Background: an optimization exercise with open tools, aiming at small area, a short achievable clock period and few clock cycles per item. Do not read the settings as production practice. The RTL was checked by simulation tests, not by an equivalence proof against the original design. Power and IR drop assume default switching activity.

## flow/design.v (module list and top-level ports; edited modules follow where they fit)
// module perceptron_sigmoid: 8 lines
// module mlp_s1: 663 lines
// module mlp_s2: 147 lines
// module mlp_l2: 186 lines
// module mlp_neuron: 22 lines
// module mlp_fa: 10 lines
// module MLP_RTL_IP_v1_0: 185 lines
module MLP_RTL_IP_v1_0 (
    ACLK,
    ARESETN,
    S_AXIS_TREADY,
    S_AXIS_TDATA,
    S_AXIS_TLAST,
    S_AXIS_TVALID,
    M_AXIS_TVALID,
    M_AXIS_TDATA,
    M_AXIS_TLAST,
    M_AXIS_TREADY
);
  // ...
==> flow/perceptron_sigmoid.mem <==
0c
0c
0c
0c
0d
0d
0d
0e
0e
0e
0f
0f
0f
10
10
10
11
11
12
12
12
13
13
14
14
15
15
15
16
16
17
17
18
18
19
1a
1a
1b
1b
1c
1c
1d
1e
1e
1f
20
20
21
22
22
23
24
24
25
26
27
27
28
29
2a
2b
2c
2c
2d
2e
2f
30
31
32
33
34
35
36
37
38
39
3a
3b
3c
3d
3e
3f
40
42
43
44
45
46
48
49
4a
4b
4c
4e
4f
50
52
53
54
56
57
58
5a
5b
5c
5e
5f
61
62
63
65
66
68
69
6b
6c
6e
6f
71
72
74
75
77
78
7a
7b
7d
7e
80
81
82
84
85
87
88
8a
8b
8d
8e
90
91
93
94
96
97
99
9a
9c
9d
9e
a0
a1
a3
a4
a5
a7
a8
a9
ab
ac
ad
af
b0
b1
b3
b4
b5
b6
b7
b9
ba
bb
bc
bd
bf
c0
c1
c2
c3
c4
c5
c6
c7
c8
c9
ca
cb
cc
cd
ce
cf
d0
d1
d2
d3
d3
d4
d5
d6
d7
d8
d8
d9
da
db
db
dc
dd
dd
de
df
df
e0
e1
e1
e2
e3
e3
e4
e4
e5
e5
e6
e7
e7
e8
e8
e9
e9
ea
ea
ea
eb
eb
ec
ec
ed
ed
ed
ee
ee
ef
ef
ef
f0
f0
f0
f1
f1
f1
f2
f2
f2
f3
f3
f3
==> flow/run.sh <==
#!/bin/bash
# synth_recipe.tcl (not shown) runs the flow's synth.tcl, then flattens the netlist and writes it again
# the make line also repeats each setting of config.mk as NAME=value (left out here)
make -C /OpenROAD-flow-scripts/flow DESIGN_CONFIG=/design/flow/config.mk WORK_HOME=/design/flow/orfs CLKGATE_MAP_FILE= SYNTH_SCRIPT=/design/flow/synth_recipe.tcl finish
==> flow/config.mk <==
export PLATFORM = sky130hd
export DESIGN_NAME = MLP_RTL_IP_v1_0
export DESIGN_NICKNAME = MLP_RTL_IP_v1_0
export VERILOG_FILES = /design/flow/design.v
export SDC_FILE = /design/flow/constraint.sdc
export NUM_CORES = 4
export LEC_CHECK = 0
export CAP_MARGIN = 20
export CORE_MARGIN = 2
export CORE_UTILIZATION = 40
export CTS_BUF_LIST = sky130_fd_sc_hd__clkbuf_16
export CTS_CLUSTER_DIAMETER = 80
export CTS_CLUSTER_SIZE = 30
export SETUP_SLACK_MARGIN = 3.1
export SLEW_MARGIN = 20
export SYNTH_HIERARCHICAL = 1
export SYNTH_MINIMUM_KEEP_SIZE = 0
==> flow/constraint.sdc <==
create_clock -name core_clock -period 6.0 [get_ports {ACLK}]
set_input_delay 1.2000 -clock core_clock [delete_from_list [all_inputs] [get_ports {ACLK}]]
set_output_delay 1.2000 -clock core_clock [all_outputs]
set_load 0.01 [all_outputs]
==> flow_summary.toml, run 1 <==
[worst_setup_path]
cp_data_required_time_ps = 6360
r2r_setup_slack_ps = 3030
cp_max_fo = 5
crit_type = "reg2reg"

[final_layout]
stdcell_count = 3888
n_clock_buffer = 29
seq_cell_count = 520
fin_util = 0.414
layout_commonest_cell = "fa_1"
seq_area_um2 = 11400
stdcell_area_um2 = 35100

[clock_tree]
ctsHoldBuffers = 0
cts_buffer_depth = 3
cts_max_level = 1
clock_latency_ps = 610

[logic_synthesis]
synth_area_um2 = 34100
synth_compound_area_frac = 0.0508
synth_top_family_by_area = "adder cells"
synthXorXnorAreaFrac = 0.0146
synth_common_cells = "fa_1 (578), nor2_1 (564), dfxtp_1 (440)"
synth_most_common_cell = "fa_1"
seq_area_frac_synth = 0.329

[timing]
fmax_mhz = 337

[floorplanning]
fp.dieH_um = 296
tap_cells = 1144
core_um2 = 84700
start_util = 0.402

[power_and_ir_drop]
irDropWorstVdd_v = 0.000359
power_density_nw_per_um2 = 269
power_uw = 9420
p_sw_frac = 0.345
intPower_uw = 6170
pwr.group.combinational_uw = 2220
pwr-share-seq = 0.523
p_clk_frac = 0.241

[detailed_routing]
dr.pass1.iters = 5
drt-wirelength-per-cell_um = 20.3

[global_routing]
top_usage_layer = "met2"
grt_pass1_vias = 20500
use_met1 = 0.256
gr-usage-met2 = 0.287
grt_start_max_net_pins = 70

[outcome]
status = "complete, no violations"

[place]
dp_cells = 3809

[worst_hold_path]
min_from = "rb1[11]$_DFF_P_"
Testbench counts, summed over its fixed seeds: cycles 2,152, items 1,024.
==> inputs of run 2 (changes only) <==
--- a/flow/config.mk
+++ b/flow/config.mk
@@ -11,7 +11,7 @@
 export CTS_BUF_LIST = sky130_fd_sc_hd__clkbuf_16
 export CTS_CLUSTER_DIAMETER = 80
 export CTS_CLUSTER_SIZE = 30
-export SETUP_SLACK_MARGIN = 3.1
+export SETUP_SLACK_MARGIN = 3.2
 export SLEW_MARGIN = 20
 export SYNTH_HIERARCHICAL = 1
 export SYNTH_MINIMUM_KEEP_SIZE = 0
==> run 2 against run 1 <==
  * Combinational power grew 24%
  * Global-route usage grew 0.40 points
  * Register-to-register slack gained 90 ps
  * Clock skew shrank 2.1 ps
  * Highest routed layer unchanged
  * Sequential cell count is the same
  * Synthesized area is the same
  * Routed wire length grew 4.6%
  * Power grew 4.9%
  * Die area is the same
  * Critical path depth shrank 1
  * First-iteration DRC count grew 24%
==> flow_summary.toml, run 2 <==
[timing]
timing.slew.headroom = 0.222
finalClockSkew_ps = 30.6
setup_tns_ps = 0
worst_pin_slew_ps = 1160
fmax_mhz = 347
setup_viol = 0
min_period_ps = 2880
whs_ps = 328
hold_violations = 0
rsz0062_at_grt = "yes"
finalMaxSlewViolations = 0
fin_crit_sh = 0.481

[clock_tree]
numCtsBuffers = 27
cts_max_level = 1
cts_buffer_depth = 3
cts_root_buf = "clkbuf_16"
cts.sinks = 520
cts_tree = "built"
clock_latency_ps = 610
clk_pin_slew_ps = 110

[logic_synthesis]
async_flop_share = 0
synth-main-ff-cell = "dfxtp_1"
seq_area_frac_synth = 0.329
synth_top_cell_area_share = 0.340
synth-edff-count = 80
synth.area.top_cells = "fa_1 (34%), dfxtp_1 (26%), edfxtp_1 (7.0%)"
yosys_warnings = 9
ys_seq_elements = 520
synth_common_cells = "fa_1 (578), nor2_1 (564), dfxtp_1 (440)"
synth_area_um2 = 34100
yosysTopAreaCell = "fa_1"
synth_most_common_cell = "fa_1"
syn_avg_cell_area_um2 = 11.2
synth_cell_types = 78
syn_inst = 3032

[power_and_ir_drop]
power.leakage_uw = 0.0171
power_density_nw_per_um2 = 273
power_uw = 9880
irDropWorstVdd_v = 0.000350

[floorplanning]
start_util = 0.402
rows = 107
dieArea_um2 = 87600
core_um2 = 84700
die_w_um = 296
io_pins = 72
fp.dieH_um = 296

[final_layout]
fill_cells = 7836
seq_area_um2 = 11400
nets = 3511
stdcell_area_um2 = 36200
final_cell_mix = "fa_1 (550), nor2_1 (542), dfxtp_1 (348)"
drive_above_1_share = 0.154
reg.largest.list = "n1.r1: 64 flops, n2.r1: 64 flops, xr: 32 flops"
syn2layout_area_growth_pct = 6.21
multiInputGateArea_um2 = 20400
fin_util = 0.427
layout_commonest_cell = "fa_1"

[worst_setup_path]
crit_arrival_ps = 3250
start_kind = "flop"
crit_type = "reg2reg"
r2r_setup_slack_ps = 3120
cp_data_required_time_ps = 6370
cp-end-kind = "flop"
cp_max_fo = 4

[detailed_routing]
drt-wirelength-per-cell_um = 20.8
ant_nets = 0
drc = 0
dr.pass1.iters = 7
drt_iter0_drc = 1784
vias = 20000
viasPerCell = 5.04
wl_um = 82400

[outcome]
status = "complete, no violations"

[global_routing]
grt_pass1_wl_um = 125000
grt_start_max_net_pins = 70
grt_pass1_vias = 21000
grt_use_total = 0.189
grt_overflow_total = 0
antenna_found_initial = 5

[place]
io_buffers = 46
gp_congestion = 0.899
placed_area_um2 = 33400
dp_hpwl_um = 59700

[run]
cap_violations = 0

[worst_hold_path]
min_path_type = "reg2reg"
[run 2: cell counts after synthesis]
Identical to the previous run, type by type.
[run 2: layout make-up]
cell class	count	share of cell area
antenna	1	0.0000691
timing repair buffer	161	0.0496
tap	1144	0.0395
sequential	520	0.315
clock inverter	21	0.00674
clock buffer	28	0.0194
inverter	41	0.00439
multi-input combinational	2048	0.565
[run 2: final timing paths]
kind / start / end / cells past startpoint
setup / recovery: ls[2]$_DFF_P_ / yo[6]$_DFFE_PP_ / 9
hold / removal: rb1[18]$_DFF_P_ / ra1[18]$_DFF_P_ / 0
setup reg to reg: ls[2]$_DFF_P_ / yo[6]$_DFFE_PP_ / 9
hold reg to reg: rb1[18]$_DFF_P_ / ra1[18]$_DFF_P_ / 0
[run 2: metal layers]
metal  part of all wire  track usage  vias to the layer above
met4              0.046       0.0730                        6
met1               0.42        0.265                    10100
met5            0.00049            0                        -
met3              0.083       0.0334                      136
met2               0.45        0.294                      815
li1                   -            -                     8871
[run 2: report_power, final]
group          internal (uW)  switching (uW)  leakage (uW)
clock                    922            1270      0.000470
combinational           1290            1470        0.0122
sequential              4240             700       0.00436
[run 2: per-stage QoR]
stage | worst slack (ps) | instances
global placement | 2230 | 3808
global route | 3040 | 3963
CTS | 3060 | 3881
floorplan | 3070 | 3055
finish | 3120 | 3964
detailed placement | 2200 | 3808
[run 2: cells by family after synthesis]
family | synth area share
fa+ha+maj | 0.375
buf+inv | 0.0876
mux | 0.00859
flops | 0.329
xor+xnor | 0.0146
simple gates | 0.134
compound gates | 0.0508
other cells | 0.000110
[run 2: Yosys stat by module, one instance, submodules excluded, a selection]
module              cells inside  flops+latches
MLP_RTL_IP_v1_0              945            328
mlp_l2                       104              0
perceptron_sigmoid           281              0
mlp_neuron                   140             96
mlp_s2                        45              0
mlp_s1                       385              0
[run 2: worst max-delay path, stage by stage, from the launching register on]
cell and delay [ps]:
dfxtp_2 350, fa_1 470, ha_2 210, a211oi_2 220, a211oi_4 90, o31ai_4 340, a21oi_2 110, or3_4 440
xor2_4 190, o21a_1 200
[run 2: repair_timing]
item / 4_1_cts / 5_1_grt
gates cloned: 1 / 0
pin swaps: 14 / 33
resized for setup: 146 / 92
setup endpoints to repair: 167 / 108
hold endpoints to repair: 0 / 0
hold buffers: 0 / 0
setup buffers: 23 / 82

[afterwards: timing with drivers on the ports]
The flow's constraints put no driver on any port. The routed layouts listed below were extracted and timed again, unchanged, in two steps. Step 1 (the two cells are an assumption about what drives the block):
set clk [get_ports {ACLK}]
set_driving_cell -lib_cell sky130_fd_sc_hd__clkbuf_16 $clk
set_driving_cell -lib_cell sky130_fd_sc_hd__buf_2 [delete_from_list [all_inputs] $clk]
Step 2 moves the port delays by t, midway between the first and last clock arrival at a register: inputs arrive t later, outputs are due t later. That takes back most of the time a late clock gives input paths. Three values: ideal ports, drivers, drivers and shift; two values: the first two.
run	t, ns	slack for setup (ns)	slew at the worst register clock pin (ns)
run 1	0.663	3.029 / 3.029 / 2.606	0.11 / 0.11
run 2	0.661	3.115 / 3.115 / 2.671	0.11 / 0.11
After both steps setup and hold are still met in every run listed. The setup slack of run 2, which loses most, moves by 0.000 ns with the drivers and by -0.444 ns with both steps.
